What follows belongs to an exercise in optimizing a design on an open flow for small area and a short achievable clock period; a production flow would make more cautious choices.
Function was not checked in any run shown here: the RTL went through the layout flow alone.
Power figures rest on the tool's default switching activity, not on a simulated workload.

<file path="flow/design.v">
module fadd_sub(
  input  logic        clk_i,
  input  logic [31:0] operand_a,
  input  logic [31:0] operand_b,
  output logic [31:0] result_o
);
  wire        sa = operand_a[31], sb = operand_b[31];
  wire [7:0]  fa = operand_a[30:23], fb = operand_b[30:23];
  wire        za = (fa == 8'd0), zb = (fb == 8'd0);    
  wire [7:0]  ea1 = {fa[7:1], fa[0] | za};             
  wire [7:0]  eb1 = {fb[7:1], fb[0] | zb};
  wire [23:0] ma = {~za, operand_a[22:0]};
  wire [23:0] mb = {~zb, operand_b[22:0]};
  wire [7:0]  ea = {fa[7:1], fa[0] | (za & (operand_a[22:0] != 23'd0))};
  wire [7:0]  eb = {fb[7:1], fb[0] | (zb & (operand_b[22:0] != 23'd0))};
  wire [7:0]  xp = fa ^ ~fb;
  wire [7:0]  xg = fa & ~fb;
  wire eg0 = xg[1] | (xp[1] & xg[0]);
  wire ep0 = xp[1] & xp[0];
  wire eg1 = xg[3] | (xp[3] & xg[2]);
  wire ep1 = xp[3] & xp[2];
  wire eg2 = xg[5] | (xp[5] & xg[4]);
  wire ep2 = xp[5] & xp[4];
  wire eg3 = xg[7] | (xp[7] & xg[6]);
  wire ep3 = xp[7] & xp[6];
  wire eg4 = xg[2] | (xp[2] & eg0);
  wire ep4 = xp[2] & ep0;
  wire eg5 = eg1 | (ep1 & eg0);
  wire ep5 = ep1 & ep0;
  wire eg6 = xg[6] | (xp[6] & eg2);
  wire ep6 = xp[6] & ep2;
  wire eg7 = eg3 | (ep3 & eg2);
  wire ep7 = ep3 & ep2;
  wire eg8 = xg[4] | (xp[4] & eg5);
  wire ep8 = xp[4] & ep5;
  wire eg9 = eg2 | (ep2 & eg5);
  wire ep9 = ep2 & ep5;
  wire eg10 = eg6 | (ep6 & eg5);
  wire ep10 = ep6 & ep5;
  wire eg11 = eg7 | (ep7 & eg5);
  wire ep11 = ep7 & ep5;
  wire [7:0]  gE = {eg11, eg10, eg9, eg8, eg5, eg4, eg0, xg[0]};
  wire [7:0]  pE;
  assign pE[0] = xp[0];
  assign pE[1] = pE[0] & xp[1];
  assign pE[2] = pE[1] & xp[2];
  assign pE[3] = pE[2] & xp[3];
  assign pE[4] = pE[3] & xp[4];
  assign pE[5] = pE[4] & xp[5];
  assign pE[6] = pE[5] & xp[6];
  assign pE[7] = pE[6] & xp[7];
  wire        a_exp_gt = gE[7];               
  wire        exp_eq = pE[7];                 
  wire [7:0]  d;                              
  wire        corr = za ^ zb;
  assign d[0] = a_exp_gt ? (xp[0] ^ ~corr) : ~(xp[0] ^ corr);
  assign d[1] = a_exp_gt ? (xp[1] ^ (gE[0] | (pE[0] & ~corr))) : ~(xp[1] ^ (gE[0] | (pE[0] & corr)));
  assign d[2] = a_exp_gt ? (xp[2] ^ (gE[1] | (pE[1] & ~corr))) : ~(xp[2] ^ (gE[1] | (pE[1] & corr)));
  assign d[3] = a_exp_gt ? (xp[3] ^ (gE[2] | (pE[2] & ~corr))) : ~(xp[3] ^ (gE[2] | (pE[2] & corr)));
  assign d[4] = a_exp_gt ? (xp[4] ^ (gE[3] | (pE[3] & ~corr))) : ~(xp[4] ^ (gE[3] | (pE[3] & corr)));
  assign d[5] = a_exp_gt ? (xp[5] ^ (gE[4] | (pE[4] & ~corr))) : ~(xp[5] ^ (gE[4] | (pE[4] & corr)));
  assign d[6] = a_exp_gt ? (xp[6] ^ (gE[5] | (pE[5] & ~corr))) : ~(xp[6] ^ (gE[5] | (pE[5] & corr)));
  assign d[7] = a_exp_gt ? (xp[7] ^ (gE[6] | (pE[6] & ~corr))) : ~(xp[7] ^ (gE[6] | (pE[6] & corr)));
  wire [23:0] ma_s = ma, mb_s = mb;
  wire        a_gt_b = a_exp_gt | (exp_eq & (operand_a[22:0] > operand_b[22:0]));
  wire        zero = (d[7:5] != 3'd0);                      
  wire        sub = sa ^ sb;
  wire [23:0] m_big   = a_gt_b ? ma : mb;
  wire [23:0] m_small = a_gt_b ? mb_s : ma_s;
  wire [23:0] sh1 = d[0] ? {1'b0, m_small[23:1]} : m_small;
  wire [23:0] sh2 = d[1] ? {2'b0, sh1[23:2]} : sh1;
  wire [23:0] sh4 = d[2] ? {4'b0, sh2[23:4]} : sh2;
  wire [23:0] sh8 = d[3] ? {8'b0, sh4[23:8]} : sh4;
  wire [23:0] sh16 = d[4] ? {16'b0, sh8[23:16]} : sh8;
  wire [23:0] y = (zero ? 24'd0 : sh16) ^ {24{sub}};
  logic        r_sign, r_sub;
  logic [7:0]  r_exp;
  logic [23:0] r_x, r_y;
  always_ff @(posedge clk_i) begin
    r_sign <= a_gt_b ? sa : sb;
    r_sub  <= sub;
    r_exp  <= a_gt_b ? ea : eb;
    r_x    <= m_big;
    r_y    <= y;
  end
  wire [24:0] p = {r_x ^ r_y, 1'b0};
  wire [24:0] g = {r_x & r_y, r_sub};
  wire [24:0] s;    
  wire cg12 = g[1] | (p[1] & g[0]);
  wire cp12 = p[1] & p[0];
  wire cg13 = g[2] | (p[2] & g[1]);
  wire cp13 = p[2] & p[1];
  wire cg14 = g[3] | (p[3] & g[2]);
  wire cp14 = p[3] & p[2];
  wire cg15 = g[4] | (p[4] & g[3]);
  wire cp15 = p[4] & p[3];
  wire cg16 = g[5] | (p[5] & g[4]);
  wire cp16 = p[5] & p[4];
  wire cg17 = g[6] | (p[6] & g[5]);
  wire cp17 = p[6] & p[5];
  wire cg18 = g[7] | (p[7] & g[6]);
  wire cp18 = p[7] & p[6];
  wire cg19 = g[8] | (p[8] & g[7]);
  wire cp19 = p[8] & p[7];
  wire cg20 = g[9] | (p[9] & g[8]);
  wire cp20 = p[9] & p[8];
  wire cg21 = g[10] | (p[10] & g[9]);
  wire cp21 = p[10] & p[9];
  wire cg22 = g[11] | (p[11] & g[10]);
  wire cp22 = p[11] & p[10];
  wire cg23 = g[12] | (p[12] & g[11]);
  wire cp23 = p[12] & p[11];
  wire cg24 = g[13] | (p[13] & g[12]);
  wire cp24 = p[13] & p[12];
  wire cg25 = g[14] | (p[14] & g[13]);
  wire cp25 = p[14] & p[13];
  wire cg26 = g[15] | (p[15] & g[14]);
  wire cp26 = p[15] & p[14];
  wire cg27 = g[16] | (p[16] & g[15]);
  wire cp27 = p[16] & p[15];
  wire cg28 = g[17] | (p[17] & g[16]);
  wire cp28 = p[17] & p[16];
  wire cg29 = g[18] | (p[18] & g[17]);
  wire cp29 = p[18] & p[17];
  wire cg30 = g[19] | (p[19] & g[18]);
  wire cp30 = p[19] & p[18];
  wire cg31 = g[20] | (p[20] & g[19]);
  wire cp31 = p[20] & p[19];
  wire cg32 = g[21] | (p[21] & g[20]);
  wire cp32 = p[21] & p[20];
  wire cg33 = g[22] | (p[22] & g[21]);
  wire cp33 = p[22] & p[21];
  wire cg34 = g[23] | (p[23] & g[22]);
  wire cp34 = p[23] & p[22];
  wire cg35 = g[24] | (p[24] & g[23]);
  wire cp35 = p[24] & p[23];
  wire cg36 = cg13 | (cp13 & g[0]);
  wire cp36 = cp13 & p[0];
  wire cg37 = cg14 | (cp14 & cg12);
  wire cp37 = cp14 & cp12;
  wire cg38 = cg15 | (cp15 & cg13);
  wire cp38 = cp15 & cp13;
  wire cg39 = cg16 | (cp16 & cg14);
  wire cp39 = cp16 & cp14;
  wire cg40 = cg17 | (cp17 & cg15);
  wire cp40 = cp17 & cp15;
  wire cg41 = cg18 | (cp18 & cg16);
  wire cp41 = cp18 & cp16;
  wire cg42 = cg19 | (cp19 & cg17);
  wire cp42 = cp19 & cp17;
  wire cg43 = cg20 | (cp20 & cg18);
  wire cp43 = cp20 & cp18;
  wire cg44 = cg21 | (cp21 & cg19);
  wire cp44 = cp21 & cp19;
  wire cg45 = cg22 | (cp22 & cg20);
  wire cp45 = cp22 & cp20;
  wire cg46 = cg23 | (cp23 & cg21);
  wire cp46 = cp23 & cp21;
  wire cg47 = cg24 | (cp24 & cg22);
  wire cp47 = cp24 & cp22;
  wire cg48 = cg25 | (cp25 & cg23);
  wire cp48 = cp25 & cp23;
  wire cg49 = cg26 | (cp26 & cg24);
  wire cp49 = cp26 & cp24;
  wire cg50 = cg27 | (cp27 & cg25);
  wire cp50 = cp27 & cp25;
  wire cg51 = cg28 | (cp28 & cg26);
  wire cp51 = cp28 & cp26;
  wire cg52 = cg29 | (cp29 & cg27);
  wire cp52 = cp29 & cp27;
  wire cg53 = cg30 | (cp30 & cg28);
  wire cp53 = cp30 & cp28;
  wire cg54 = cg31 | (cp31 & cg29);
  wire cp54 = cp31 & cp29;
  wire cg55 = cg32 | (cp32 & cg30);
  wire cp55 = cp32 & cp30;
  wire cg56 = cg33 | (cp33 & cg31);
  wire cp56 = cp33 & cp31;
  wire cg57 = cg34 | (cp34 & cg32);
  wire cp57 = cp34 & cp32;
  wire cg58 = cg35 | (cp35 & cg33);
  wire cp58 = cp35 & cp33;
  wire cg59 = cg38 | (cp38 & g[0]);
  wire cp59 = cp38 & p[0];
  wire cg60 = cg39 | (cp39 & cg12);
  wire cp60 = cp39 & cp12;
  wire cg61 = cg40 | (cp40 & cg36);
  wire cp61 = cp40 & cp36;
  wire cg62 = cg41 | (cp41 & cg37);
  wire cp62 = cp41 & cp37;
  wire cg63 = cg42 | (cp42 & cg38);
  wire cp63 = cp42 & cp38;
  wire cg64 = cg43 | (cp43 & cg39);
  wire cp64 = cp43 & cp39;
  wire cg65 = cg44 | (cp44 & cg40);
  wire cp65 = cp44 & cp40;
  wire cg66 = cg45 | (cp45 & cg41);
  wire cp66 = cp45 & cp41;
  wire cg67 = cg46 | (cp46 & cg42);
  wire cp67 = cp46 & cp42;
  wire cg68 = cg47 | (cp47 & cg43);
  wire cp68 = cp47 & cp43;
  wire cg69 = cg48 | (cp48 & cg44);
  wire cp69 = cp48 & cp44;
  wire cg70 = cg49 | (cp49 & cg45);
  wire cp70 = cp49 & cp45;
  wire cg71 = cg50 | (cp50 & cg46);
  wire cp71 = cp50 & cp46;
  wire cg72 = cg51 | (cp51 & cg47);
  wire cp72 = cp51 & cp47;
  wire cg73 = cg52 | (cp52 & cg48);
  wire cp73 = cp52 & cp48;
  wire cg74 = cg53 | (cp53 & cg49);
  wire cp74 = cp53 & cp49;
  wire cg75 = cg54 | (cp54 & cg50);
  wire cp75 = cp54 & cp50;
  wire cg76 = cg55 | (cp55 & cg51);
  wire cp76 = cp55 & cp51;
  wire cg77 = cg56 | (cp56 & cg52);
  wire cp77 = cp56 & cp52;
  wire cg78 = cg57 | (cp57 & cg53);
  wire cp78 = cp57 & cp53;
  wire cg79 = cg58 | (cp58 & cg54);
  wire cp79 = cp58 & cp54;
  wire cg80 = cg63 | (cp63 & g[0]);
  wire cp80 = cp63 & p[0];
  wire cg81 = cg64 | (cp64 & cg12);
  wire cp81 = cp64 & cp12;
  wire cg82 = cg65 | (cp65 & cg36);
  wire cp82 = cp65 & cp36;
  wire cg83 = cg66 | (cp66 & cg37);
  wire cp83 = cp66 & cp37;
  wire cg84 = cg67 | (cp67 & cg59);
  wire cp84 = cp67 & cp59;
  wire cg85 = cg68 | (cp68 & cg60);
  wire cp85 = cp68 & cp60;
  wire cg86 = cg69 | (cp69 & cg61);
  wire cp86 = cp69 & cp61;
  wire cg87 = cg70 | (cp70 & cg62);
  wire cp87 = cp70 & cp62;
  wire cg88 = cg71 | (cp71 & cg63);
  wire cp88 = cp71 & cp63;
  wire cg89 = cg72 | (cp72 & cg64);
  wire cp89 = cp72 & cp64;
  wire cg90 = cg73 | (cp73 & cg65);
  wire cp90 = cp73 & cp65;
  wire cg91 = cg74 | (cp74 & cg66);
  wire cp91 = cp74 & cp66;
  wire cg92 = cg75 | (cp75 & cg67);
  wire cp92 = cp75 & cp67;
  wire cg93 = cg76 | (cp76 & cg68);
  wire cp93 = cp76 & cp68;
  wire cg94 = cg77 | (cp77 & cg69);
  wire cp94 = cp77 & cp69;
  wire cg95 = cg78 | (cp78 & cg70);
  wire cp95 = cp78 & cp70;
  wire cg96 = cg79 | (cp79 & cg71);
  wire cp96 = cp79 & cp71;
  wire cg97 = cg88 | (cp88 & g[0]);
  wire cp97 = cp88 & p[0];
  wire cg98 = cg89 | (cp89 & cg12);
  wire cp98 = cp89 & cp12;
  wire cg99 = cg90 | (cp90 & cg36);
  wire cp99 = cp90 & cp36;
  wire cg100 = cg91 | (cp91 & cg37);
  wire cp100 = cp91 & cp37;
  wire cg101 = cg92 | (cp92 & cg59);
  wire cp101 = cp92 & cp59;
  wire cg102 = cg93 | (cp93 & cg60);
  wire cp102 = cp93 & cp60;
  wire cg103 = cg94 | (cp94 & cg61);
  wire cp103 = cp94 & cp61;
  wire cg104 = cg95 | (cp95 & cg62);
  wire cp104 = cp95 & cp62;
  wire cg105 = cg96 | (cp96 & cg80);
  wire cp105 = cp96 & cp80;
  assign s[0] = p[1] ^ g[0];
  assign s[1] = p[2] ^ cg12;
  assign s[2] = p[3] ^ cg36;
  assign s[3] = p[4] ^ cg37;
  assign s[4] = p[5] ^ cg59;
  assign s[5] = p[6] ^ cg60;
  assign s[6] = p[7] ^ cg61;
  assign s[7] = p[8] ^ cg62;
  assign s[8] = p[9] ^ cg80;
  assign s[9] = p[10] ^ cg81;
  assign s[10] = p[11] ^ cg82;
  assign s[11] = p[12] ^ cg83;
  assign s[12] = p[13] ^ cg84;
  assign s[13] = p[14] ^ cg85;
  assign s[14] = p[15] ^ cg86;
  assign s[15] = p[16] ^ cg87;
  assign s[16] = p[17] ^ cg97;
  assign s[17] = p[18] ^ cg98;
  assign s[18] = p[19] ^ cg99;
  assign s[19] = p[20] ^ cg100;
  assign s[20] = p[21] ^ cg101;
  assign s[21] = p[22] ^ cg102;
  assign s[22] = p[23] ^ cg103;
  assign s[23] = p[24] ^ cg104;
  assign s[24] = cg105;
  wire        norm = s[24] & ~r_sub;    
  assign result_o = {r_sign,
                     norm ? r_exp + 8'd1 : r_exp,
                     norm ? s[23:1] : s[22:0]};
endmodule
</file>
<file path="flow/flow/run.sh">
#!/bin/bash
# Own layout flow: the standard ORFS flow (standard.sh), with these changes:
#  - ports are buffered with sky130_fd_sc_hd__buf_1 (which repair may upsize)
#    instead of the clkdlybuf4s50_1 that buffer_ports picks by default;
#  - repair_timing aims for a setup slack margin of MARGIN ns (flow/margin);
#  - if flow/abc.script exists, synthesis is the standard synthesis script
#    with that ABC script for the combinational mapping (flow/my_synth.tcl);
#    flip-flops are mapped before ABC runs, so registers are unchanged;
#  - any extra ORFS variables listed in flow/env (KEY=VALUE lines).
# Every tool's output goes to the ORFS logs under orfs/logs, and make's own
# output to standard.log in this folder.
set -euo pipefail
MARGIN=$(cat flow/margin 2>/dev/null || echo 5)
export BUFFER_PORTS_ARGS="-buffer_cell sky130_fd_sc_hd__buf_1"
if [[ -f flow/env ]]; then set -a; source flow/env; set +a; fi
EXTRA=()
if [[ -f flow/abc.script ]]; then
  export MY_ABC_SCRIPT="$PWD/flow/abc.script"
  EXTRA+=("SYNTH_SCRIPT=$PWD/flow/my_synth.tcl")
fi
bash standard.sh "${EXTRA[@]}" SETUP_SLACK_MARGIN=$MARGIN finish > standard.log 2>&1
</file>
<file path="flow/flow/abc.script">
strash
dch
map -B 0.9 -D 4000
topo
stime -c
buffer -c
upsize -c -D 4000
dnsize -c -D 4000
</file>
<file path="flow/flow/env">
CTS_ARGS="-sink_clustering_enable -repair_clock_nets -dont_use_dummy_load -buf_list sky130_fd_sc_hd__clkbuf_8"
</file>
<file path="flow/flow/margin">
6.3
</file>
<file path="flow/flow/my_synth.tcl">
# The standard synthesis script (synth_recipe.tcl), except that Yosys's abc
# step runs the ABC script named by MY_ABC_SCRIPT instead of ORFS's.
proc synth {args} { yosys synth -nofsm -noshare {*}$args }
proc abc {args} {
  set i [lsearch -exact $args -script]
  if {$i >= 0 && [info exists ::env(MY_ABC_SCRIPT)] && $::env(MY_ABC_SCRIPT) ne ""} {
    lset args [expr {$i + 1}] $::env(MY_ABC_SCRIPT)
  }
  yosys abc {*}$args
}
source $::env(SCRIPTS_DIR)/synth.tcl
# left out here: clear keep_hierarchy, flatten, clean up, hide names made inside functions, write 1_2_yosys.v
</file>
<file path="flow/standard.sh">
#!/bin/bash
# synth_recipe.tcl (not shown) runs the flow's synth.tcl, then flattens the netlist and writes it again
# the make line also repeats each setting of config.mk as NAME=value (left out here)
make -C /OpenROAD-flow-scripts/flow DESIGN_CONFIG=/design/flow/config.mk WORK_HOME=/design/flow/orfs CLKGATE_MAP_FILE= SYNTH_SCRIPT=/design/flow/synth_recipe.tcl "${@:-finish}"
</file>
<file path="flow/config.mk">
export PLATFORM = sky130hd
export DESIGN_NAME = fadd_sub
export DESIGN_NICKNAME = fadd_sub
export VERILOG_FILES = /design/flow/design.v
export SDC_FILE = /design/flow/constraint.sdc
export NUM_CORES = 4
export LEC_CHECK = 0
export ABC_AREA = 1
export CAP_MARGIN = 20
export CORE_MARGIN = 2
export CORE_UTILIZATION = 40
export SLEW_MARGIN = 20
</file>
<file path="flow/constraint.sdc">
create_clock -name core_clock -period 12.0 [get_ports {clk_i}]
set_input_delay 2.4000 -clock core_clock [delete_from_list [all_inputs] [get_ports {clk_i}]]
set_output_delay 2.4000 -clock core_clock [all_outputs]
set_load 0.01 [all_outputs]
</file>
==> run notes, run 1 <==
status=no timing/DRC/antenna violations; layout cells sized above 1=9.15%; drt pass-1 iters=5; # setup viols final=0; Tmin final=5.49 ns; Final TNS setup=0 ns; Seq/Total Area, Yosys=19.6%; Non-Filler Instances=1,233; initial antenna violation count=1; CP max stage delay=0.33 ns; CP Cell Sequence=ha_4 > a21o_1 > inv_1 > nor2_1 > nor2_1 > nand3_2 > a21oi_4 > o21bai_4 > a21oi_2 > o21ai_2 > a21oi_2 > o21bai_2 > nand2_2 > buf_12 > clkinvlp_4 > buf_4 > nand4_1 > xor2_1 > buf_2; RePlAce Congestion=0.950; class of the worst hold path=in -> reg; CP startpoint kind=flip-flop; via count=6,377; Post-synth EDFFs=0; per-cell routed wire length=14.0 um; synth-to-layout area growth=19.7%; Routed Antenna Nets=0; Avg Cell Area, Syn=6.27 sq um; largest family of logic cells by synthesized area=simple AND/OR/NAND/NOR gates; vias per cell=5.17; global-route wire length before repair=27,600 um; cts hold-fix bufs=0; Final nets=1,175; largest net degree at the start of global routing=67; FMAX=182 MHz; die area=15,800 sq um; DR iter-0 viols=506; CORE AREA=14,500 sq um; Crit. End Element=output pin; Yosys reg bits=58; WP data required=9.60 ns; WP buf/inv=5; vias in the first global route=5,525; DRC=0; final core utilization=48.9%; Leakage Power=0.00337 uW; Crit Path Max Fanout=10; Final Hold Fails=0; IO Pins=97; H-tree depth=3; Max VDD drop=0.0582 mV; die span in x=126 um; Least-Margin Pin Slew=0.522 ns; RSZ-0062 raised after global routing=false; post-synthesis xor/xnor area fraction=7.97%; syn nets=1,070; dpl cells=1,196; kind of critical path=reg -> out; mux contribution to synthesized area=2.04%; crit path max-delay cell type=dfxtp_2; arrival time of the worst setup path=3.09 ns; Max-slew headroom=64.9%; Simple-Gate Fraction of Synth Area=36.3%; CTS tree=built; I/O Buffers=96; DPL Wire Length=13,700 um; total wire length=17,300 um; clock buffer depth=2; Synth Area in Compound Gates=13.3%; Max Cap Violations=0; total track usage=21.0%; Synth cell types=36; Synth Flop Type=dfxtp_1; CTS Buf Count=9; Root Driver=clkbuf_8; max-slew violations=0; GRT Residual Overflow=0; Post-Syn Instances=946; Starting Density=40.8%; Power Density=152 nW/um^2; FILL cells=1,602; kind of cell adding the most delay to the critical path=compound AO/OA/AOI/OAI gates; FP Rows=44; post-synthesis adder-cell area fraction=12.8%; Syn Std Cell Area=5940 sq um; CTS Sinks=58; fin crit share=45.8%; n_diodes=0; Post-synth ARST share=0%; yosys warns=1; clock-pin slew on the worst setup and hold paths=0.06 ns; Min Hold Slack=2.38 ns; Die Ht=126 um
## tightest hold or removal path, stage by stage
cell	delay [ns]
buf_1	0.11
nand2_1	0.07
o21ai_0	0.07
## power by group
group          switching, uW  internal [uW]  total (uW)  leakage, uW
Combinational            435            279         714      0.00281
Sequential              17.9            226         244     0.000489
Clock                   58.1           66.3         124    0.0000647
## cell type report
cell class / count / area [sq um] / area share (%)
Clock buffer: 9 / 124 / 1.74
Inverter: 90 / 363 / 5.11
Multi-Input combinational cell: 763 / 4530 / 63.7
Sequential cell: 58 / 1160 / 16.4
Tap cell: 184 / 230 / 3.24
Timing Repair Buffer: 127 / 684 / 9.63
Timing Repair inverter: 2 / 12.5 / 0.176
## cells by family (layout without fill, tap and decap cells)
family                     Yosys count  after routing
AOI/OAI and AO/OA                  145            145
adders and majority gates           59             59
buffers and inverters              126            228
DFF                                 58             58
and+or+nand+nor                    492            493
muxes                               12             12
xor gates and xnor gates            54             54
## state kept, by name, summed over array words and instances, names as in the netlist
signal / flops
r_x: 24
r_y: 24
r_exp: 8
r_sign: 1
r_sub: 1
## stage by stage
step	power [uW]	area, sq um	worst slack [ns]
CTS	1030	6750	6.32
global placement	871	6430	4.99
finish	1080	7100	6.51
floorplan	710	5940	6.59
global route	1190	7100	6.32
detailed placement	871	6430	4.93
## synth_stat cells (2+ instances only)
master | number | area [sq um]
fa_1 | 3 | 60.1
a31oi_1 | 3 | 18.8
nand4_1 | 13 | 81.3
nand3_1 | 169 | 846
clkinv_1 | 3 | 11.3
o22ai_1 | 4 | 25.0
nor2_1 | 40 | 150
o21ai_0 | 67 | 335
or2_2 | 2 | 12.5
inv_2 | 3 | 11.3
nor4_1 | 7 | 43.8
xnor2_1 | 13 | 114
o211ai_1 | 4 | 30.0
a21oi_1 | 50 | 250
nand3b_1 | 7 | 52.6
dfxtp_1 | 58 | 1160
xor2_1 | 41 | 359
o21bai_1 | 5 | 37.5
nor3_1 | 8 | 40.0
mux2i_1 | 11 | 110
o21a_1 | 3 | 22.5
ha_1 | 56 | 701
a21o_1 | 3 | 22.5
clkbuf_1 | 34 | 128
inv_1 | 84 | 315
nand2_1 | 245 | 920
## placed cells by master (no fill, tap or decap), types with 2 or more instances in the layout
cell type / count
nand4_1: 13
buf_4: 25
o21ai_0: 62
nand3b_1: 7
o21ai_2: 4
clkbuf_8: 9
fa_2: 2
dfxtp_2: 3
a21o_1: 3
nor2_1: 38
buf_1: 89
nor3_1: 8
nand2_2: 2
o211ai_1: 4
xnor2_1: 13
xor2_1: 40
clkbuf_2: 5
clkinvlp_4: 5
nor4_1: 7
o21bai_1: 3
o21a_1: 3
mux2i_1: 11
buf_2: 2
nand3_1: 168
inv_4: 2
nand2_4: 2
buf_6: 2
or2_2: 2
ha_4: 6
nand2_1: 241
ha_1: 49
inv_1: 82
a21oi_2: 7
o22ai_1: 4
dfxtp_1: 55
a31oi_1: 3
a21oi_1: 42
## final timing paths
path / from / to / slack [ns] / depth (start not counted)
hold / removal: operand_a[26] / r_exp[3] / 2.38 / 3
setup / recovery: r_x[5] / result_o[29] / 6.51 / 19
## routing by layer
layer | vias to the layer above | global-route usage [%] | wire, um
met3 | 16 | 1.53 | 920
met2 | 196 | 31.2 | 7260
met1 | 2773 | 32.7 | 8860
met4 | 0 | 5.62 | 234
li1 | 3392 | - | -
met5 | - | 0 | 0
## repair_timing
action | CTS | global route
pin swaps | 4 | 9
resized for setup | 31 | 44
endpoints found under the setup margin | 80 | 39
cloned | 1 | 4
setup buffers | 4 | 19
==> run 2, diff against run 1 <==
--- a/flow/design.v
+++ b/flow/design.v
@@ -62,7 +62,53 @@
   assign d[6] = a_exp_gt ? (xp[6] ^ (gE[5] | (pE[5] & ~corr))) : ~(xp[6] ^ (gE[5] | (pE[5] & corr)));
   assign d[7] = a_exp_gt ? (xp[7] ^ (gE[6] | (pE[6] & ~corr))) : ~(xp[7] ^ (gE[6] | (pE[6] & corr)));
   wire [23:0] ma_s = ma, mb_s = mb;
-  wire        a_gt_b = a_exp_gt | (exp_eq & (operand_a[22:0] > operand_b[22:0]));
+  wire [22:0] cg = operand_a[22:0] & ~operand_b[22:0];
+  wire [22:0] cp = operand_a[22:0] | ~operand_b[22:0];
+  wire fcg0 = cg[1] | (cp[1] & cg[0]);
+  wire fcp0 = cp[1] & cp[0];
+  wire fcg1 = cg[3] | (cp[3] & cg[2]);
+  wire fcp1 = cp[3] & cp[2];
+  wire fcg2 = cg[5] | (cp[5] & cg[4]);
+  wire fcp2 = cp[5] & cp[4];
+  wire fcg3 = cg[7] | (cp[7] & cg[6]);
+  wire fcp3 = cp[7] & cp[6];
+  wire fcg4 = cg[9] | (cp[9] & cg[8]);
+  wire fcp4 = cp[9] & cp[8];
+  wire fcg5 = cg[11] | (cp[11] & cg[10]);
+  wire fcp5 = cp[11] & cp[10];
+  wire fcg6 = cg[13] | (cp[13] & cg[12]);
+  wire fcp6 = cp[13] & cp[12];
+  wire fcg7 = cg[15] | (cp[15] & cg[14]);
+  wire fcp7 = cp[15] & cp[14];
+  wire fcg8 = cg[17] | (cp[17] & cg[16]);
+  wire fcp8 = cp[17] & cp[16];
+  wire fcg9 = cg[19] | (cp[19] & cg[18]);
+  wire fcp9 = cp[19] & cp[18];
+  wire fcg10 = cg[21] | (cp[21] & cg[20]);
+  wire fcp10 = cp[21] & cp[20];
+  wire fcg11 = fcg1 | (fcp1 & fcg0);
+  wire fcp11 = fcp1 & fcp0;
+  wire fcg12 = fcg3 | (fcp3 & fcg2);
+  wire fcp12 = fcp3 & fcp2;
+  wire fcg13 = fcg5 | (fcp5 & fcg4);
+  wire fcp13 = fcp5 & fcp4;
+  wire fcg14 = fcg7 | (fcp7 & fcg6);
+  wire fcp14 = fcp7 & fcp6;
+  wire fcg15 = fcg9 | (fcp9 & fcg8);
+  wire fcp15 = fcp9 & fcp8;
+  wire fcg16 = cg[22] | (cp[22] & fcg10);
+  wire fcp16 = cp[22] & fcp10;
+  wire fcg17 = fcg12 | (fcp12 & fcg11);
+  wire fcp17 = fcp12 & fcp11;
+  wire fcg18 = fcg14 | (fcp14 & fcg13);
+  wire fcp18 = fcp14 & fcp13;
+  wire fcg19 = fcg16 | (fcp16 & fcg15);
+  wire fcp19 = fcp16 & fcp15;
+  wire fcg20 = fcg18 | (fcp18 & fcg17);
+  wire fcp20 = fcp18 & fcp17;
+  wire fcg21 = fcg19 | (fcp19 & fcg20);
+  wire        f_gt = fcg21;    
+  wire        a_gt_b = a_exp_gt | (exp_eq & f_gt);
   wire        zero = (d[7:5] != 3'd0);                      
   wire        sub = sa ^ sb;
   wire [23:0] m_big   = a_gt_b ? ma : mb;
==> flow/flow/env (replaced) <==
CTS_ARGS="-sink_clustering_enable -repair_clock_nets -dont_use_dummy_load -buf_list sky130_fd_sc_hd__clkbuf_8"
ADDER_MAP_FILE=
==> run notes, run 2 <==
status=no timing/DRC/antenna violations; Post-synth ARST share=0% (unchanged); CTS Buf Count=9 (unchanged); GRT Residual Overflow=0 (unchanged); DPL Wire Length=14,200 um (+4.0%); most frequent cells in the layout=nand2_1, nand3_1, inv_1; clock buffer depth=2 (unchanged); Post-synth top cells=nand2_1, nand3_1, inv_1; Synth cell types=32 (-11%); IO Pins=97 (unchanged); vias in the first global route=6,006 (+8.7%); largest net degree at the start of global routing=74 (+10%); CTS Sinks=58 (unchanged); Root Driver=clkbuf_8; Starting Density=40.5% (-0.34 points); Worst Setup Slack, final=6.54 ns (+0.0337 ns); Final nets=1,211 (+3.1%); n_diodes=0 (unchanged); WP buf/inv=6 (+1); Routed Antenna Nets=0 (unchanged); Max VDD drop=0.0484 mV (-17%); Crit. End Element=flip-flop; Crit Path Max Fanout=37 (+27); # setup viols final=0 (unchanged); dominant cells by area after synthesis=dfxtp_1, nand2_1, nand3_1; H-tree depth=3 (unchanged); initial antenna violation count=0 (-1); P_sw=473 uW (-7.3%); global-route wire length before repair=28,200 um (+2.2%); RSZ-0062 raised after global routing=true; Avg Cell Area, Syn=5.49 sq um (-13%); dpl cells=1,314 (+9.9%); via count=6,813 (+6.8%); die span in x=125 um (-0.77%); Min Hold Slack=2.39 ns (+0.00714 ns); Max-slew headroom=57.4% (-7.4 points); total wire length=17,400 um (+0.49%); CP startpoint kind=input port; Final Hold Fails=0 (unchanged); yosys warns=1 (unchanged); Synth area leader=dfxtp_1; Syn Std Cell Area=5840 sq um (-1.6%); Post-synth EDFFs=0 (unchanged); Synth Flop Type=dfxtp_1; layout cells sized above 1=3.06% (-6.1 points); Final TNS setup=0 ns (unchanged); FP Rows=44 (unchanged); kind of cell adding the most delay to the critical path=simple AND/OR/NAND/NOR gates; CORE AREA=14,400 sq um (-0.76%); Max Cap Violations=0 (unchanged); RePlAce Congestion=0.935 (-1.6%); Largest regs=r_x: 24 flops, r_y: 24 flops, r_exp: 8 flops; drt pass-1 iters=5 (unchanged); cell mode on critical path=nand2_1; CTS tree=built; Yosys reg bits=58 (unchanged); total track usage=21.6% (+0.56 points); FILL cells=1,621 (+1.2%); Die Ht=125 um (-0.77%); arrival time of the worst setup path=5.65 ns (+2.56 ns); crit path max-delay cell type=a21oi_1; Int Power=496 uW (-13%); WP data required=12.20 ns (+2.60 ns); count leader, synth=nand2_1; per-cell routed wire length=13.1 um (-6.7%); CP max stage delay=0.25 ns (-0.08 ns); Tmin final=5.46 ns (-0.0337 ns); DRC=0 (unchanged); Flop pwr share=25.3% (+2.8 points); Comb pwr share=62.0% (-4.0 points); clock-pin slew on the worst setup and hold paths=0.04 ns (-0.02 ns); commonest non-fill, non-tap cell in the layout=nand2_1; Power Density=147 nW/um^2 (-3.5%); Post-Syn Instances=1,065 (+13%); Leakage Power=0.00326 uW (-3.2%); I/O Buffers=96 (unchanged); syn nets=1,130 (+5.6%); class of the worst hold path=in -> reg; sw frac=48.8% (+1.6 points); kind of critical path=in -> reg; fin crit share=45.5% (-0.28 points); dpl ws=5.67 ns (+0.741 ns); max-slew violations=0 (unchanged); die area=15,600 sq um (-1.5%); Least-Margin Pin Slew=0.638 ns (+0.116 ns); share of power burned in the clock network=12.7% (+1.2 points); Non-Filler Instances=1,328 (+7.7%); synth-to-layout area growth=12.9%; FMAX=183 MHz (+0.62%); DR iter-0 viols=616 (+22%); vias per cell=5.13 (-0.81%); Seq/Total Area, Yosys=19.9% (+0.31 points); top-area cell type share of the netlist area=19.9% (+0.31 points)
## run 2: repair_timing
item,4_1_cts,5_1_grt
setup endpoints to repair,24,37
buffers inserted,0,3
cloned,1,1
hold buffers,0,0
pin swaps,0,1
resized for setup,7,15
## run 2: tightest hold or removal path, cell delays in order
cell and delay (ns):
buf_1 0.12, nand2_1 0.06, o21ai_0 0.06
## run 2: power groups by stage
stage / sequential, uW / combinational, uW / clock [uW]
after floorplan: 243 / 442 / 0
after global placement: 249 / 582 / 0
after detailed placement: 250 / 582 / 0
after CTS: 246 / 587 / 127
after global routing: 249 / 685 / 133
final: 245 / 601 / 123
## run 2: final timing paths
| check | from | end | slack, ns | cells after the start |
|---|---|---|---|---|
| worst min-delay path | operand_a[29] | r_exp[6] | 2.39 | 3 |
| worst max-delay path | operand_a[23] | r_y[2] | 6.54 | 27 |
## run 2: cell type report
cell class | count | area (sq um) | share of cell area, %
tap | 184 | 230 | 3.49
timing repair buffer | 106 | 477 | 7.23
inverter | 134 | 515 | 7.82
timing repair inverter | 1 | 7.51 | 0.114
clock buffer | 9 | 124 | 1.88
multi-input combinational | 836 | 4080 | 61.9
sequential | 58 | 1160 | 17.6
## run 2: per-stage QoR
step                total power, uW  instance area (sq um)  utilization (%)
finish                          969                   6600             45.7
CTS                             960                   6500             45.0
global route                   1070                   6600             45.7
global placement                831                   6340             44.0
floorplan                       685                   5840                -
detailed placement              831                   6340             44.0
## run 2: logic make-up (layout without fill, tap and decap cells)
logic type | count (synthesis) | after routing | synth area share [%]
compound gates | 166 | 166 | 15.4
flops | 58 | 58 | 19.9
buf+inv | 171 | 250 | 11.1
mux | 4 | 4 | 0.707
simple gates | 608 | 608 | 44.2
xor+xnor | 58 | 58 | 8.70
## run 2: routing by layer
metal | wire (um) | vias to the layer above | global-route usage (%)
met1 | 8630 | 2961 | 32.1
li1 | - | 3635 | -
met5 | 0 | - | 0
met4 | 282 | 0 | 6.21
met3 | 827 | 17 | 1.20
met2 | 7620 | 200 | 33.7
==> run 3, diff against run 2 <==
--- a/flow/design.v
+++ b/flow/design.v
@@ -109,16 +109,16 @@
   wire fcg21 = fcg19 | (fcp19 & fcg20);
   wire        f_gt = fcg21;    
   wire        a_gt_b = a_exp_gt | (exp_eq & f_gt);
-  wire        zero = (d[7:5] != 3'd0);                      
+  wire [4:0]  ds = d[4:0] | {5{d[7:5] != 3'd0}};    
   wire        sub = sa ^ sb;
   wire [23:0] m_big   = a_gt_b ? ma : mb;
   wire [23:0] m_small = a_gt_b ? mb_s : ma_s;
-  wire [23:0] sh1 = d[0] ? {1'b0, m_small[23:1]} : m_small;
-  wire [23:0] sh2 = d[1] ? {2'b0, sh1[23:2]} : sh1;
-  wire [23:0] sh4 = d[2] ? {4'b0, sh2[23:4]} : sh2;
-  wire [23:0] sh8 = d[3] ? {8'b0, sh4[23:8]} : sh4;
-  wire [23:0] sh16 = d[4] ? {16'b0, sh8[23:16]} : sh8;
-  wire [23:0] y = (zero ? 24'd0 : sh16) ^ {24{sub}};
+  wire [23:0] sh1 = ds[0] ? {1'b0, m_small[23:1]} : m_small;
+  wire [23:0] sh2 = ds[1] ? {2'b0, sh1[23:2]} : sh1;
+  wire [23:0] sh4 = ds[2] ? {4'b0, sh2[23:4]} : sh2;
+  wire [23:0] sh8 = ds[3] ? {8'b0, sh4[23:8]} : sh4;
+  wire [23:0] sh16 = ds[4] ? {16'b0, sh8[23:16]} : sh8;
+  wire [23:0] y = sh16 ^ {24{sub}};
   logic        r_sign, r_sub;
   logic [7:0]  r_exp;
   logic [23:0] r_x, r_y;
--- a/flow/flow/run.sh
+++ b/flow/flow/run.sh
@@ -4,9 +4,12 @@
 #    instead of the clkdlybuf4s50_1 that buffer_ports picks by default;
 #  - repair_timing aims for a setup slack margin of MARGIN ns (flow/margin);
 #  - if flow/abc.script exists, synthesis is the standard synthesis script
-#    with that ABC script for the combinational mapping (flow/my_synth.tcl);
-#    flip-flops are mapped before ABC runs, so registers are unchanged;
-#  - any extra ORFS variables listed in flow/env (KEY=VALUE lines).
+#    with its ABC step replaced (flow/my_synth.tcl): the logic from the
+#    registers to result_o is mapped with flow/abc_out.script (if present),
+#    the rest with flow/abc.script. Flip-flops are mapped before ABC runs, so
+#    the registers are exactly the standard synthesis's;
+#  - any extra ORFS variables listed in flow/env (KEY=VALUE lines), and
+#    make variable assignments in flow/make_args (one line).
 # Every tool's output goes to the ORFS logs under orfs/logs, and make's own
 # output to standard.log in this folder.
 set -euo pipefail
@@ -16,6 +19,8 @@
 EXTRA=()
 if [[ -f flow/abc.script ]]; then
   export MY_ABC_SCRIPT="$PWD/flow/abc.script"
+  if [[ -f flow/abc_out.script ]]; then export MY_ABC_OUT_SCRIPT="$PWD/flow/abc_out.script"; fi
   EXTRA+=("SYNTH_SCRIPT=$PWD/flow/my_synth.tcl")
 fi
+if [[ -f flow/make_args ]]; then read -r -a MARGS < flow/make_args; EXTRA+=("${MARGS[@]}"); fi
 bash standard.sh "${EXTRA[@]}" SETUP_SLACK_MARGIN=$MARGIN finish > standard.log 2>&1
==> flow/flow/abc.script (replaced) <==
strash
dch
map -B 0.9 -D 4000
strash
dch
map -B 0.9 -D 4000
topo
stime -c
buffer -c
upsize -c -D 4000
dnsize -c -D 4000
==> flow/flow/env (replaced) <==
CTS_ARGS="-sink_clustering_enable -repair_clock_nets -dont_use_dummy_load -buf_list sky130_fd_sc_hd__clkbuf_4"
ADDER_MAP_FILE=
==> flow/flow/my_synth.tcl (replaced) <==
# The standard synthesis script (synth_recipe.tcl), except that Yosys's abc
# step maps the logic that drives the outputs (from the registers to result_o)
# with the ABC script MY_ABC_OUT_SCRIPT, and the rest with MY_ABC_SCRIPT.
proc synth {args} { yosys synth -nofsm -noshare {*}$args }
proc abc {args} {
  set i [lsearch -exact $args -script]
  if {[info exists ::env(MY_ABC_OUT_SCRIPT)] && $::env(MY_ABC_OUT_SCRIPT) ne ""} {
    set out_args $args
    lset out_args [expr {$i + 1}] $::env(MY_ABC_OUT_SCRIPT)
    yosys select -set outcone o:result_o %ci*:-sky130_fd_sc_hd__dfxtp_1
    yosys abc {*}$out_args @outcone
    yosys select -clear
  }
  if {[info exists ::env(MY_ABC_SCRIPT)] && $::env(MY_ABC_SCRIPT) ne ""} {
    lset args [expr {$i + 1}] $::env(MY_ABC_SCRIPT)
  }
  yosys abc {*}$args
}
source $::env(SCRIPTS_DIR)/synth.tcl
# left out here: clear keep_hierarchy, flatten, clean up, hide names made inside functions, write 1_2_yosys.v
==> run notes, run 3 <==
FP Rows=43 (-2.3%); IO Pins=97 (unchanged); clock buffer depth=2 (unchanged); syn nets=1,163 (+2.9%); Yosys reg bits=58 (unchanged); CP startpoint kind=flip-flop; # setup viols final=0 (unchanged); vias in the first global route=6,126 (+2.0%); Syn Std Cell Area=5780 sq um (-0.99%); total wire length=19,000 um (+9.5%); commonest non-fill, non-tap cell in the layout=nand2_1; Worst Setup EP=result_o[30]; CTS Buf Count=9 (unchanged); multi-input logic area=4140 sq um (+1.4%); Synth cell types=30 (-6.3%); yosys warns=1 (unchanged); FF/Latch Area=1160 sq um (+0.32%); count leader, synth=nand2_1; Max Cap Violations=0 (unchanged); class of the worst hold path=in -> reg; CP max stage delay=0.34 ns (+0.09 ns); max-slew violations=0 (unchanged); Worst Setup Slack, final=6.56 ns (+0.0181 ns); DRC=0 (unchanged); DR iter-0 viols=635 (+3.1%); Leakage Power=0.00336 uW (+2.9%); CTS tree=built; fin crit share=45.3% (-0.15 points); Largest regs=r_x: 24 flops, r_y: 24 flops, r_exp: 8 flops; most frequent cells in the layout=nand2_1, nand3_1, nor2_1; Avg Cell Area, Syn=5.27 sq um (-4.0%); arrival time of the worst setup path=3.04 ns (-2.61 ns); Max-slew headroom=53.5% (-3.9 points); WP data required=9.60 ns (-2.60 ns); dominant cells by area after synthesis=nand2_1, dfxtp_1, nand3_1; synth-to-layout area growth=15.0%; GRT Residual Overflow=0 (unchanged); FMAX=184 MHz (+0.33%); Power Density=135 nW/um^2 (-8.2%); per-cell routed wire length=13.9 um (+6.3%); Post-synth top cells=nand2_1, nand3_1, nor2_1; RePlAce Congestion=0.955 (+2.1%); Final nets=1,254 (+3.6%); dpl ws=5.36 ns (-0.312 ns); drt pass-1 iters=7 (+2); Post-synth ARST share=0% (unchanged); Least-Margin Pin Slew=0.695 ns (+0.0570 ns); clock-pin slew on the worst setup and hold paths=0.10 ns (+0.06 ns); die span in x=124 um (-0.48%); Starting Density=41.4% (+0.85 points); Tmin final=5.44 ns (-0.0181 ns); CP startpoint=r_sub; FILL cells=1,597 (-1.5%); Seq/Total Area, Yosys=20.1% (+0.20 points); H-tree depth=3 (unchanged); CORE AREA=14,000 sq um (-3.0%); Max VDD drop=0.0529 mV (+9.2%); top-area cell type share of the netlist area=22.7% (+2.8 points); kind of critical path=reg -> out; Crit. End Element=output pin; DPL Wire Length=14,900 um (+5.0%); total track usage=23.6% (+2.0 points); status=no timing/DRC/antenna violations; Synth Flop Type=dfxtp_1; Post-synth EDFFs=0 (unchanged); Final TNS setup=0 ns (unchanged); vias per cell=5.17 (+0.85%); die area=15,400 sq um (-0.96%); I/O Buffers=96 (unchanged); via count=7,078 (+3.9%); RSZ-0062 raised after global routing=true; layout cells sized above 1=5.98% (+2.9 points); Min Hold Slack=2.24 ns (-0.148 ns); CP Cell Sequence=inv_1 > a21oi_2 > nand2_1 > nand2_1 > nand3_2 > a31oi_4 > nand3_2 > nand2_2 > nand3_2 > nand2_2 > nand2_1 > nand2_2 > nand2_1 > nand2_2 > nand2_2 > buf_12 > clkinvlp_4 > nand3_4 > nor2_4 > xor2_1 > buf_2; CTS Sinks=58 (unchanged); Root Driver=clkbuf_4; global-route wire length before repair=30,100 um (+6.5%); initial antenna violation count=1 (+1); Die Ht=124 um (-0.48%); cell mode on critical path=nand2_2; Post-Syn Instances=1,098 (+3.1%); largest net degree at the start of global routing=101 (+36%); Routed Antenna Nets=0 (unchanged); Final Hold Fails=0 (unchanged); crit path max-delay cell type=dfxtp_2; Crit Path Max Fanout=5 (-86%); Synth area leader=nand2_1
-- run 3: cell count changes after synthesis, moves of 5 or more --
cell	change
inv_1	-5
o21bai_1	-5
nor2_1	+17
a21oi_1	-23
nand2_1	+76
o21ai_0	+7
xor2_1	-19
-- run 3: through the flow --
step                instance area (sq um)  instances  total power [uW]  utilization [%]
floorplan                            5780       1098               618                -
global placement                     6290       1345               757             45.0
detailed placement                   6290       1345               755             45.0
CTS                                  6430       1356               863             45.9
global route                         6650       1368               983             47.6
finish                               6650       1368               898             47.6
-- run 3: timing repair --
item                                    4_1_cts  5_1_grt
cloned                                        1        3
hold buffers                                  0        0
endpoints found under the setup margin       45       49
buffers inserted                              1        8
pin swaps                                     0        9
gates resized for setup                      17       43
-- run 3: area by class of cell --
type | count | area share, %
Multi-Input combinational cell | 877 | 62.2
Sequential cell | 58 | 17.5
Timing Repair Buffer | 112 | 8.07
Inverter | 128 | 7.48
Tap cell | 180 | 3.38
Clock buffer | 9 | 1.02
Timing Repair inverter | 3 | 0.338
Antenna cell | 1 | 0.0376
-- run 3: cell families (layout without fill, tap and decap cells) --
kind of cell | count (synthesis) | count (layout) | synth area share, %
simple gates | 697 | 697 | 50.2
buf+inv | 163 | 252 | 10.6
compound gates | 138 | 138 | 12.7
flops | 58 | 58 | 20.1
xor+xnor | 40 | 40 | 6.06
mux | 2 | 2 | 0.368
other cells | 0 | 1 | 0
-- run 3: worst min path at each step --
stage                  startpoint  cells after the start  slack, ns  endpoint
global route        operand_a[30]                      3       2.26  r_exp[7]
global placement    operand_a[30]                      3       2.65  r_exp[7]
detailed placement  operand_a[30]                      3       2.66  r_exp[7]
CTS                  operand_a[1]                      3       2.22    r_x[1]
floorplan           operand_b[30]                      2       2.51  r_exp[7]
finish              operand_a[30]                      3       2.24  r_exp[7]
-- run 3: power by group --
| part | internal, uW | switching [uW] |
|---|---|---|
| registers | 223 | 19.5 |
| clock network | 34.8 | 65.9 |
| logic | 186 | 368 |
-- run 3: critical path: cells and delay by family, from the launching register on --
family                    cells  cell delay [ns]
AOI/OAI and AO/OA             2             0.39
xor gates and xnor gates      1             0.14
buffers and inverters         4             0.49
and+or+nand+nor              14             1.24
DFF                           1             0.34
-- run 3: routing by layer --
metal	track usage (%)	wire length [um]	part of all wire [%]	up-vias
met5	0	0	0	-
met4	7.01	280	1.5	0
met3	2.92	1250	6.6	25
met2	36.8	8570	45	287
met1	33.9	8910	47	3048
li1	-	-	-	3718

[afterwards: timing with drivers on the ports]
How much do the figures lean on ideal ports? The routed layouts below were timed once more, with nothing changed but the port constraints. Step 1: set_driving_cell puts a clkbuf_16 on clk_i and a buf_2 on each other input, an assumption about the parent block. Step 2 also shifts input and output timing later by t, the mid clock arrival at the registers, as if the neighbouring blocks saw the same clock. Three values: no drivers, after step 1, after step 2; two values: the first two.
| run | t, ns | setup slack, ns | worst setup path at the end | clock arrival spread, ns | worst register clock-pin slew, ns |
|---|---|---|---|---|---|
| run 1 | 0.346 | 6.510 / 6.476 / 6.301 | input to register | 0.009 / 0.009 | 0.06 / 0.06 |
| run 2 | 0.337 | 6.543 / 6.555 / 6.218 | input to register | 0.018 / 0.018 | 0.06 / 0.06 |
| run 3 | 0.433 | 6.561 / 6.527 / 6.243 | input to register | 0.033 / 0.033 | 0.11 / 0.11 |
After both steps every run listed still meets setup and hold. The setup slack of run 2, which loses most, moves by +0.012 ns with the drivers and by -0.325 ns with both steps.
